What follows belongs to an exercise in optimizing a design on an open flow for small area, a short achievable clock period and few clock cycles per item; a production flow would make more cautious choices.
In this exercise RTL edits were held to simulation tests only and were not proved equivalent to the original.

==> trial 17: inputs <==
## neuron_top
module neuron_top (
    input  logic         clk,
    input  logic         rst_n,
    input  logic [511:0] in_vec,
    input  logic [255:0] weights_vec,
    input  logic [31:0]  bias,
    output logic [31:0]  out,
    output logic         done
);
  fully_serial u_neuron (
      .clk        (clk),
      .rst_n      (rst_n),
      .in_vec     (in_vec),
      .weights_vec(weights_vec),
      .bias       (bias),
      .out        (out),
      .done       (done)
  );
endmodule
==> module ReLU, before the edit <==
module ReLU #(parameter AW = 39, parameter M = 38, parameter NR = 3) (
  input  logic [NR*AW-1:0] rows,
  input  logic [3:0] low,
  output logic [31:0] out
);
  logic [AW-1:0] t, g, p;
  logic negative, big;
  always_comb begin
    t = '0;
    for (int r = 0; r < NR; r++) t = t + rows[r*AW +: AW];
  end
  assign negative = ~t[M];
  assign big = t[M] & (|t[M-1:27]);
  always_comb begin
    if (negative) out = 32'd0;
    else if (big) out = 32'h7fffffff;
    else out = {1'b0, t[26:0], low};
  end
endmodule
==> flow/config.mk <==
export PLATFORM = sky130hd
export DESIGN_NAME = neuron_top
export DESIGN_NICKNAME = neuron_top
export VERILOG_FILES = /design/flow/design.v
export SDC_FILE = /design/flow/constraint.sdc
export NUM_CORES = 4
export LEC_CHECK = 0
export CAP_MARGIN = 20
export CORE_MARGIN = 2
export CORE_UTILIZATION = 50
export SLEW_MARGIN = 20
export SYNTH_HIERARCHICAL = 1
==> flow/constraint.sdc <==
create_clock -name core_clock -period 12.0 [get_ports {clk}]
set_input_delay 2.4000 -clock core_clock [delete_from_list [all_inputs] [get_ports {clk}]]
set_output_delay 2.4000 -clock core_clock [all_outputs]
set_load 0.01 [all_outputs]
standard.sh (not shown) runs the stock make flow with config.mk's settings and CLKGATE_MAP_FILE= SYNTH_SCRIPT=/design/flow/synth_recipe.tcl, a recipe that flattens the netlist after the stock synthesis.
==> flow/flow/run.sh <==
#!/bin/bash
# Own layout flow: the standard flow (standard.sh, unchanged synthesis and
# steps), except that the port buffers are plain buffers
# (sky130_fd_sc_hd__buf_2) rather than the delay buffers that buffer_ports
# picks by itself.  Each step's full output goes to a log file here.
set -euo pipefail
export BUFFER_PORTS_ARGS="-buffer_cell sky130_fd_sc_hd__buf_2"
bash standard.sh synth > flow_synth.log 2>&1
bash standard.sh finish > flow_finish.log 2>&1
==> build 71 (differences from trial 17) <==
--- a/flow/design.v
+++ b/flow/design.v
@@ -37,10 +37,25 @@
   logic [AW-1:0] t, g, p;
   logic negative, big;
-  always_comb begin
-    t = '0;
-    for (int r = 0; r < NR; r++) t = t + rows[r*AW +: AW];
-  end
-  assign negative = ~t[M];
-  assign big = t[M] & (|t[M-1:27]);
+  logic [AW-1:0] s2, c2;
+  logic [AW-1:0] ra, rb, rc, cy;
+  assign ra = rows[AW-1:0];
+  assign rb = rows[2*AW-1:AW];
+  assign rc = rows[3*AW-1:2*AW];
+  assign s2 = ra ^ rb ^ rc;
+  assign cy = (ra & rb) | (ra & rc) | (rb & rc);
+  assign c2 = {cy[AW-2:0], 1'b0};
+  assign t = s2 + c2;
+  logic [M:0] cm;        
+  logic [27:0] cl;
+  assign cm = {1'b0, s2[M-1:0]} + {1'b0, c2[M-1:0]};
+  assign cl = {1'b0, s2[26:0]} + {1'b0, c2[26:0]};
+  logic [M-1:27] hx, ho;
+  logic e, zero;
+  assign hx = s2[M-1:27] ^ c2[M-1:27];
+  assign ho = s2[M-1:27] | c2[M-1:27];
+  assign e = &(hx[M-1:28] ~^ ho[M-2:27]);
+  assign zero = e & ~(hx[27] ^ cl[27]);
+  assign negative = ~(s2[M] ^ c2[M] ^ cm[M]);
+  assign big = ~negative & ~zero;
   always_comb begin
     if (negative) out = 32'd0;
==> flow/flow/run.sh (replaced) <==
#!/bin/bash
set -euo pipefail
export BUFFER_PORTS_ARGS="-buffer_cell sky130_fd_sc_hd__buf_2"
export SETUP_SLACK_MARGIN=5.8
bash standard.sh synth > flow_synth.log 2>&1
bash standard.sh finish > flow_finish.log 2>&1
==> trial 47 (differences from trial 17) <==
--- a/flow/design.v
+++ b/flow/design.v
@@ -37,10 +37,25 @@
   logic [AW-1:0] t, g, p;
   logic negative, big;
-  always_comb begin
-    t = '0;
-    for (int r = 0; r < NR; r++) t = t + rows[r*AW +: AW];
-  end
-  assign negative = ~t[M];
-  assign big = t[M] & (|t[M-1:27]);
+  logic [AW-1:0] s2, c2;
+  logic [AW-1:0] ra, rb, rc, cy;
+  assign ra = rows[AW-1:0];
+  assign rb = rows[2*AW-1:AW];
+  assign rc = rows[3*AW-1:2*AW];
+  assign s2 = ra ^ rb ^ rc;
+  assign cy = (ra & rb) | (ra & rc) | (rb & rc);
+  assign c2 = {cy[AW-2:0], 1'b0};
+  assign t = s2 + c2;
+  logic [M:0] cm;        
+  logic [27:0] cl;
+  assign cm = {1'b0, s2[M-1:0]} + {1'b0, c2[M-1:0]};
+  assign cl = {1'b0, s2[26:0]} + {1'b0, c2[26:0]};
+  logic [M-1:27] hx, ho;
+  logic e, zero;
+  assign hx = s2[M-1:27] ^ c2[M-1:27];
+  assign ho = s2[M-1:27] | c2[M-1:27];
+  assign e = &(hx[M-1:28] ~^ ho[M-2:27]);
+  assign zero = e & ~(hx[27] ^ cl[27]);
+  assign negative = ~(s2[M] ^ c2[M] ^ cm[M]);
+  assign big = ~negative & ~zero;
   always_comb begin
     if (negative) out = 32'd0;
Settings changed: SETUP_SLACK_MARGIN set to 5.
==> out/qor.csv <==
stage;metric;value;unit
sta;min cycle time layout;6.30;ns
worst_setup_path;critical-path cell list;fa_1 -> ha_1 -> a21oi_1 -> o21ai_0 -> a22oi_1 -> nand3b_1 -> nand3_4 -> nand3_4 -> xnor2_4 -> buf_6 -> clkbuf_16 -> a21oi_4 -> buf_2;
cells_and_area;Sequential Area;0.00371;mm²
cells_and_area;fraction of area in multi-input gates;72.4;%
grt;met3 global-route usage;17.0;%
die;Die Footprint;0.0687;mm²
drt;Pre-antenna DRT Iters;9;
clock_tree;worst skew pair latency;0.52;ns
grt;initial antenna violation count;31;
logic_synthesis;compound-cell area share of the yosys netlist;17.4;%
logic_synthesis;top cells by area, synth;fa_1 40%, xnor2_1 15%, a22oi_1 12%, dfxtp_1 11%, ha_1 4.2%;
outcome;status;complete, no violations;
cells_and_area;final-stage net count;5331;
cells_and_area;share of layout cells above drive strength 1;29.5;%
That was build 71.
==> out/qor.csv <==
stage;metric;value;unit
outcome;status;complete, no violations;
cells_and_area;share of layout cells above drive strength 1;28.1;%
cells_and_area;Sequential Area;0.00370;mm²
logic_synthesis;top cells by area, synth;fa_1 40%, xnor2_1 15%, a22oi_1 12%, dfxtp_1 11%, ha_1 4.2%;
logic_synthesis;compound-cell area share of the yosys netlist;17.4;%
cells_and_area;fraction of area in multi-input gates;73.1;%
die;Die Footprint;0.0687;mm²
sta;min cycle time layout;6.94;ns
cells_and_area;final-stage net count;5297;
That was trial 47.
==> out/qor.csv <==
stage;metric;value;unit
sta;min cycle time layout;7.29;ns
outcome;status;complete, no violations;
logic_synthesis;compound-cell area share of the yosys netlist;17.5;%
worst_setup_path;critical-path cell list;inv_1 -> fa_1 -> inv_1 -> ha_1 -> a21oi_1 -> nand4b_1 -> a2111oi_2 -> o2111ai_1 -> nand2_1 -> a311o_1 -> a2111o_1 -> nand3_2 -> a21oi_1 -> buf_2;
drt;Pre-antenna DRT Iters;9;
cells_and_area;Sequential Area;0.00370;mm²
grt;initial antenna violation count;34;
cells_and_area;share of layout cells above drive strength 1;27.0;%
That was trial 17.
Testbench counts of trial 17, summed over its fixed seeds: cycles 7,680, items 960.
Testbench counts of build 71, summed over its fixed seeds: cycles 7,680, items 960.
Testbench counts of trial 47, summed over its fixed seeds: cycles 7,680, items 960.

========
==> onyx: inputs <==
neuron_top, a different RTL version from the one above (not shown whole).
export LEC_CHECK = 0
export CAP_MARGIN = 10
export CORE_MARGIN = 2
export CORE_UTILIZATION = 50
export SLEW_MARGIN = 10
export SYNTH_HIERARCHICAL = 1
create_clock -name core_clock -period 12.0 [get_ports {clk}]
==> flow/flow/run.sh <==
#!/bin/bash
set -euo pipefail
export BUFFER_PORTS_ARGS="-buffer_cell sky130_fd_sc_hd__buf_1"
export SETUP_SLACK_MARGIN=5.3
bash standard.sh synth > flow_synth.log 2>&1
bash standard.sh finish > flow_finish.log 2>&1
==> pepper: changes against onyx <==
CAP_MARGIN = 20   (was 10)
SLEW_MARGIN = 20   (was 10)
==> notes.md <==
item	onyx	pepper
Clock distribution area overhead in the final layout	1.975%	1.983%
Post-route insts no fill	7663	7646
Via count of the first global-routing pass	52438	52627
Outcome	no timing/DRC/antenna violations	no timing/DRC/antenna violations
Number of antenna diodes	57	48
Register-to-register setup slack	5.33 ns	5.29 ns
Global-route wire length before repair	405500 um	405800 um
Initial antenna violation count	87	82
Worst slack at placement	4.338 ns	4.338 ns
Max_slew headroom	25.27%	22.47%
Total routed wire length on the met1 layer	108700 um	108500 um
Number of design-rule violations left by the first detailed-router iteration	7643	7565
Number of vias per cell	6.795	6.791
Drt wl/cell	39.33 um	39.35 um
Worst-case clock skew	0.04219 ns	0.03586 ns
M3 GR Usage	20.61%	20.63%
Proportion of cell area occupied by multi-input gates	78.56%	78.63%
Signal arrival time at the worst endpoint	4.74 ns	4.75 ns
Finished layout cell area	66520 um^2	66260 um^2
Post-detailed-placement half-perimeter wirelength	229300 um	229300 um
Actual slew at the worst max-slew pin	1.121 ns	1.163 ns
Testbench counts of onyx, summed over its fixed seeds: cycles 3,840, items 960.
Testbench counts of pepper, summed over its fixed seeds: cycles 3,840, items 960.

========
==> inputs of lagoon <==
Another version of the RTL of neuron_top (not shown whole).
## neuron_top
module neuron_top (
    input  logic         clk,
    input  logic         rst_n,
    input  logic [511:0] in_vec,
    input  logic [255:0] weights_vec,
    input  logic [31:0]  bias,
    output logic [31:0]  out,
    output logic         done
);
Settings: LEC_CHECK=0, CAP_MARGIN=20, CORE_MARGIN=2, CORE_UTILIZATION=60, SLEW_MARGIN=20, SYNTH_HIERARCHICAL=1; clock period 12.0 ns.
==> flow/flow/run.sh <==
#!/bin/bash
set -euo pipefail
export BUFFER_PORTS_ARGS="-buffer_cell sky130_fd_sc_hd__buf_1"
export SETUP_SLACK_MARGIN=5.0
bash standard.sh synth > flow_synth.log 2>&1
bash standard.sh finish > flow_finish.log 2>&1
==> violet (differences from lagoon) <==
--- a/flow/design.v
+++ b/flow/design.v
@@ -322,49 +322,49 @@
         win_nxt_12_1 = {weights_vec[207], weights_vec[206], weights_vec[205]};
         win_nxt_13_0 = {weights_vec[221], weights_vec[220], win_r_13_1[2]};
         win_nxt_13_1 = {weights_vec[223], weights_vec[222], weights_vec[221]};
         win_nxt_14_0 = {weights_vec[237], weights_vec[236], win_r_14_1[2]};
         win_nxt_14_1 = {weights_vec[239], weights_vec[238], weights_vec[237]};
         win_nxt_15_0 = {weights_vec[253], weights_vec[252], win_r_15_1[2]};
         win_nxt_15_1 = {weights_vec[255], weights_vec[254], weights_vec[253]};
       end
-      default: begin   
-        win_nxt_0_0 = {weights_vec[5], weights_vec[4], weights_vec[3]};
-        win_nxt_0_1 = {weights_vec[7], weights_vec[6], weights_vec[5]};
-        win_nxt_1_0 = {weights_vec[21], weights_vec[20], weights_vec[19]};
-        win_nxt_1_1 = {weights_vec[23], weights_vec[22], weights_vec[21]};
-        win_nxt_2_0 = {weights_vec[37], weights_vec[36], weights_vec[35]};
-        win_nxt_2_1 = {weights_vec[39], weights_vec[38], weights_vec[37]};
-        win_nxt_3_0 = {weights_vec[53], weights_vec[52], weights_vec[51]};
-        win_nxt_3_1 = {weights_vec[55], weights_vec[54], weights_vec[53]};
-        win_nxt_4_0 = {weights_vec[69], weights_vec[68], weights_vec[67]};
-        win_nxt_4_1 = {weights_vec[71], weights_vec[70], weights_vec[69]};
-        win_nxt_5_0 = {weights_vec[85], weights_vec[84], weights_vec[83]};
-        win_nxt_5_1 = {weights_vec[87], weights_vec[86], weights_vec[85]};
-        win_nxt_6_0 = {weights_vec[101], weights_vec[100], weights_vec[99]};
-        win_nxt_6_1 = {weights_vec[103], weights_vec[102], weights_vec[101]};
-        win_nxt_7_0 = {weights_vec[117], weights_vec[116], weights_vec[115]};
-        win_nxt_7_1 = {weights_vec[119], weights_vec[118], weights_vec[117]};
-        win_nxt_8_0 = {weights_vec[133], weights_vec[132], weights_vec[131]};
-        win_nxt_8_1 = {weights_vec[135], weights_vec[134], weights_vec[133]};
-        win_nxt_9_0 = {weights_vec[149], weights_vec[148], weights_vec[147]};
-        win_nxt_9_1 = {weights_vec[151], weights_vec[150], weights_vec[149]};
-        win_nxt_10_0 = {weights_vec[165], weights_vec[164], weights_vec[163]};
-        win_nxt_10_1 = {weights_vec[167], weights_vec[166], weights_vec[165]};
-        win_nxt_11_0 = {weights_vec[181], weights_vec[180], weights_vec[179]};
-        win_nxt_11_1 = {weights_vec[183], weights_vec[182], weights_vec[181]};
-        win_nxt_12_0 = {weights_vec[197], weights_vec[196], weights_vec[195]};
-        win_nxt_12_1 = {weights_vec[199], weights_vec[198], weights_vec[197]};
-        win_nxt_13_0 = {weights_vec[213], weights_vec[212], weights_vec[211]};
-        win_nxt_13_1 = {weights_vec[215], weights_vec[214], weights_vec[213]};
-        win_nxt_14_0 = {weights_vec[229], weights_vec[228], weights_vec[227]};
-        win_nxt_14_1 = {weights_vec[231], weights_vec[230], weights_vec[229]};
-        win_nxt_15_0 = {weights_vec[245], weights_vec[244], weights_vec[243]};
-        win_nxt_15_1 = {weights_vec[247], weights_vec[246], weights_vec[245]};
+      default: begin
+        win_nxt_0_0 = 3'b000;
+        win_nxt_0_1 = 3'b000;
+        win_nxt_1_0 = 3'b000;
+        win_nxt_1_1 = 3'b000;
+        win_nxt_2_0 = 3'b000;
+        win_nxt_2_1 = 3'b000;
+        win_nxt_3_0 = 3'b000;
+        win_nxt_3_1 = 3'b000;
+        win_nxt_4_0 = 3'b000;
+        win_nxt_4_1 = 3'b000;
+        win_nxt_5_0 = 3'b000;
+        win_nxt_5_1 = 3'b000;
+        win_nxt_6_0 = 3'b000;
+        win_nxt_6_1 = 3'b000;
+        win_nxt_7_0 = 3'b000;
+        win_nxt_7_1 = 3'b000;
+        win_nxt_8_0 = 3'b000;
+        win_nxt_8_1 = 3'b000;
+        win_nxt_9_0 = 3'b000;
+        win_nxt_9_1 = 3'b000;
+        win_nxt_10_0 = 3'b000;
+        win_nxt_10_1 = 3'b000;
+        win_nxt_11_0 = 3'b000;
+        win_nxt_11_1 = 3'b000;
+        win_nxt_12_0 = 3'b000;
+        win_nxt_12_1 = 3'b000;
+        win_nxt_13_0 = 3'b000;
+        win_nxt_13_1 = 3'b000;
+        win_nxt_14_0 = 3'b000;
+        win_nxt_14_1 = 3'b000;
+        win_nxt_15_0 = 3'b000;
+        win_nxt_15_1 = 3'b000;
       end
     endcase
   end
   always_ff @(posedge clk) begin
     win_r_0_0 <= win_nxt_0_0;
     win_r_0_1 <= win_nxt_0_1;
     win_r_1_0 <= win_nxt_1_0;
     win_r_1_1 <= win_nxt_1_1;
==> flow/flow/run.sh (replaced) <==
#!/bin/bash
# Own layout flow: the standard flow (standard.sh, unchanged synthesis and
# steps), except that the port buffers are plain buffers
# (sky130_fd_sc_hd__buf_2) rather than the delay buffers that buffer_ports
# picks by itself.  Each step's full output goes to a log file here.
set -euo pipefail
export BUFFER_PORTS_ARGS="-buffer_cell sky130_fd_sc_hd__buf_2"
bash standard.sh synth > flow_synth.log 2>&1
bash standard.sh finish > flow_finish.log 2>&1
- CORE_UTILIZATION: 60 -> 50
- SETUP_SLACK_MARGIN: not set -> 5
==> willow (differences from lagoon) <==
--- a/flow/design.v
+++ b/flow/design.v
@@ -322,49 +322,49 @@
         win_nxt_12_1 = {weights_vec[207], weights_vec[206], weights_vec[205]};
         win_nxt_13_0 = {weights_vec[221], weights_vec[220], win_r_13_1[2]};
         win_nxt_13_1 = {weights_vec[223], weights_vec[222], weights_vec[221]};
         win_nxt_14_0 = {weights_vec[237], weights_vec[236], win_r_14_1[2]};
         win_nxt_14_1 = {weights_vec[239], weights_vec[238], weights_vec[237]};
         win_nxt_15_0 = {weights_vec[253], weights_vec[252], win_r_15_1[2]};
         win_nxt_15_1 = {weights_vec[255], weights_vec[254], weights_vec[253]};
       end
-      default: begin   
-        win_nxt_0_0 = {weights_vec[5], weights_vec[4], weights_vec[3]};
-        win_nxt_0_1 = {weights_vec[7], weights_vec[6], weights_vec[5]};
-        win_nxt_1_0 = {weights_vec[21], weights_vec[20], weights_vec[19]};
-        win_nxt_1_1 = {weights_vec[23], weights_vec[22], weights_vec[21]};
-        win_nxt_2_0 = {weights_vec[37], weights_vec[36], weights_vec[35]};
-        win_nxt_2_1 = {weights_vec[39], weights_vec[38], weights_vec[37]};
-        win_nxt_3_0 = {weights_vec[53], weights_vec[52], weights_vec[51]};
-        win_nxt_3_1 = {weights_vec[55], weights_vec[54], weights_vec[53]};
-        win_nxt_4_0 = {weights_vec[69], weights_vec[68], weights_vec[67]};
-        win_nxt_4_1 = {weights_vec[71], weights_vec[70], weights_vec[69]};
-        win_nxt_5_0 = {weights_vec[85], weights_vec[84], weights_vec[83]};
-        win_nxt_5_1 = {weights_vec[87], weights_vec[86], weights_vec[85]};
-        win_nxt_6_0 = {weights_vec[101], weights_vec[100], weights_vec[99]};
-        win_nxt_6_1 = {weights_vec[103], weights_vec[102], weights_vec[101]};
-        win_nxt_7_0 = {weights_vec[117], weights_vec[116], weights_vec[115]};
-        win_nxt_7_1 = {weights_vec[119], weights_vec[118], weights_vec[117]};
-        win_nxt_8_0 = {weights_vec[133], weights_vec[132], weights_vec[131]};
-        win_nxt_8_1 = {weights_vec[135], weights_vec[134], weights_vec[133]};
-        win_nxt_9_0 = {weights_vec[149], weights_vec[148], weights_vec[147]};
-        win_nxt_9_1 = {weights_vec[151], weights_vec[150], weights_vec[149]};
-        win_nxt_10_0 = {weights_vec[165], weights_vec[164], weights_vec[163]};
-        win_nxt_10_1 = {weights_vec[167], weights_vec[166], weights_vec[165]};
-        win_nxt_11_0 = {weights_vec[181], weights_vec[180], weights_vec[179]};
-        win_nxt_11_1 = {weights_vec[183], weights_vec[182], weights_vec[181]};
-        win_nxt_12_0 = {weights_vec[197], weights_vec[196], weights_vec[195]};
-        win_nxt_12_1 = {weights_vec[199], weights_vec[198], weights_vec[197]};
-        win_nxt_13_0 = {weights_vec[213], weights_vec[212], weights_vec[211]};
-        win_nxt_13_1 = {weights_vec[215], weights_vec[214], weights_vec[213]};
-        win_nxt_14_0 = {weights_vec[229], weights_vec[228], weights_vec[227]};
-        win_nxt_14_1 = {weights_vec[231], weights_vec[230], weights_vec[229]};
-        win_nxt_15_0 = {weights_vec[245], weights_vec[244], weights_vec[243]};
-        win_nxt_15_1 = {weights_vec[247], weights_vec[246], weights_vec[245]};
+      default: begin
+        win_nxt_0_0 = 3'b000;
+        win_nxt_0_1 = 3'b000;
+        win_nxt_1_0 = 3'b000;
+        win_nxt_1_1 = 3'b000;
+        win_nxt_2_0 = 3'b000;
+        win_nxt_2_1 = 3'b000;
+        win_nxt_3_0 = 3'b000;
+        win_nxt_3_1 = 3'b000;
+        win_nxt_4_0 = 3'b000;
+        win_nxt_4_1 = 3'b000;
+        win_nxt_5_0 = 3'b000;
+        win_nxt_5_1 = 3'b000;
+        win_nxt_6_0 = 3'b000;
+        win_nxt_6_1 = 3'b000;
+        win_nxt_7_0 = 3'b000;
+        win_nxt_7_1 = 3'b000;
+        win_nxt_8_0 = 3'b000;
+        win_nxt_8_1 = 3'b000;
+        win_nxt_9_0 = 3'b000;
+        win_nxt_9_1 = 3'b000;
+        win_nxt_10_0 = 3'b000;
+        win_nxt_10_1 = 3'b000;
+        win_nxt_11_0 = 3'b000;
+        win_nxt_11_1 = 3'b000;
+        win_nxt_12_0 = 3'b000;
+        win_nxt_12_1 = 3'b000;
+        win_nxt_13_0 = 3'b000;
+        win_nxt_13_1 = 3'b000;
+        win_nxt_14_0 = 3'b000;
+        win_nxt_14_1 = 3'b000;
+        win_nxt_15_0 = 3'b000;
+        win_nxt_15_1 = 3'b000;
       end
     endcase
   end
   always_ff @(posedge clk) begin
     win_r_0_0 <= win_nxt_0_0;
     win_r_0_1 <= win_nxt_0_1;
     win_r_1_0 <= win_nxt_1_0;
     win_r_1_1 <= win_nxt_1_1;
==> flow/flow/run.sh (replaced) <==
#!/bin/bash
set -euo pipefail
export BUFFER_PORTS_ARGS="-buffer_cell sky130_fd_sc_hd__buf_2"
export SETUP_SLACK_MARGIN=5.3
bash standard.sh synth > flow_synth.log 2>&1
bash standard.sh finish > flow_finish.log 2>&1
- CORE_UTILIZATION: 60 -> 50
==> summary of the runs <==
violet produced a clean layout. lagoon completed without violations. willow finished clean.
In area after synthesis, violet and willow do not differ.
In violet the die area is higher than in lagoon, by 17%.
The highest cell count belongs to willow, the lowest to lagoon.
In synthesized cell count, willow and violet do not differ.
Worst setup slack, highest first: violet, willow, lagoon.
Of lagoon and willow, willow has the higher worst hold slack (gap 0.0065 ns).
Register-to-register slack: lagoon is worse than willow (0.21 ns).
==> figures <==
quantity                                                           violet                   willow                   lagoon
Run status                                        complete, no violations  complete, no violations  complete, no violations
Clk_buf instances                                                      53                       47                       47
Largest incremental delay on the critical path                    0.56 ns                  0.53 ns                  0.90 ns
Met1 Use GR                                                         60.6%                    60.5%                    65.2%
Full die area                                                 127,000 µm²              127,000 µm²              108,000 µm²
Synth Area in Simple Gates                                          4.02%                    4.02%                    4.53%
Non-clock buffer contribution to total cell area                    7.22%                    7.36%                    5.79%
Critical path destination                                          out[1]                   out[8]                   out[6]
Final area over synthesized area                                   1.110x                   1.115x                   1.081x
Chip Height                                                        356 µm                   356 µm                   329 µm
Cell count of the worst reg-to-reg path                                10                       10                       12
Vias in the first global route                                      54.8k                    54.8k                    55.7k
Total wire length                                              322,000 µm               321,000 µm               311,000 µm
First-pass GRT wire length                                     434,000 µm               433,000 µm               422,000 µm
Testbench counts of lagoon, summed over its fixed seeds: cycles 3,840, items 960.
Testbench counts of violet, summed over its fixed seeds: cycles 3,840, items 960.
Testbench counts of willow, summed over its fixed seeds: cycles 3,840, items 960.

what the ideal ports hide:
The results above use ideal ports. As a check the final layouts listed here were re-extracted and re-timed, cells and wires unchanged.
Step 1 assumes that a clkbuf_16 drives the clock port and a buf_2 every other input.
Step 2 also shifts input and output timing later by t, the mid clock arrival at the registers, as if the neighbouring blocks saw the same clock.
a / b / c = ideal ports / drivers / drivers and shift; a / b = the first two.
run | shift t [ns] | slack for setup (ns) | latest minus earliest clock arrival (ns) | worst register clock-pin slew, ns | cell pins on the clock port's net
trial 17 | 0.541 | 4.706 / 4.638 / 5.029 | 0.017 / 0.016 | 0.09 / 0.09 | 1
build 71 | 0.574 | 5.695 / 5.629 / 5.241 | 0.031 / 0.031 | 0.10 / 0.10 | 1
trial 47 | 0.571 | 5.059 / 4.993 / 5.093 | 0.031 / 0.031 | 0.10 / 0.10 | 1
onyx | 0.700 | 4.855 / 4.769 / 4.600 | 0.042 / 0.043 | 0.07 / 0.07 | 1
pepper | 0.696 | 4.849 / 4.766 / 4.622 | 0.036 / 0.036 | 0.07 / 0.07 | 1
lagoon | 0.740 | 4.763 / 4.678 / 4.375 | 0.052 / 0.052 | 0.07 / 0.07 | 1
violet | 0.698 | 5.049 / 4.964 / 4.482 | 0.060 / 0.060 | 0.08 / 0.08 | 1
willow | 0.700 | 5.046 / 4.958 / 4.554 | 0.050 / 0.050 | 0.08 / 0.08 | 1
After both steps setup and hold are still met in every run listed. The setup slack of violet, which loses most, moves by -0.085 ns with the drivers and by -0.567 ns with both steps.
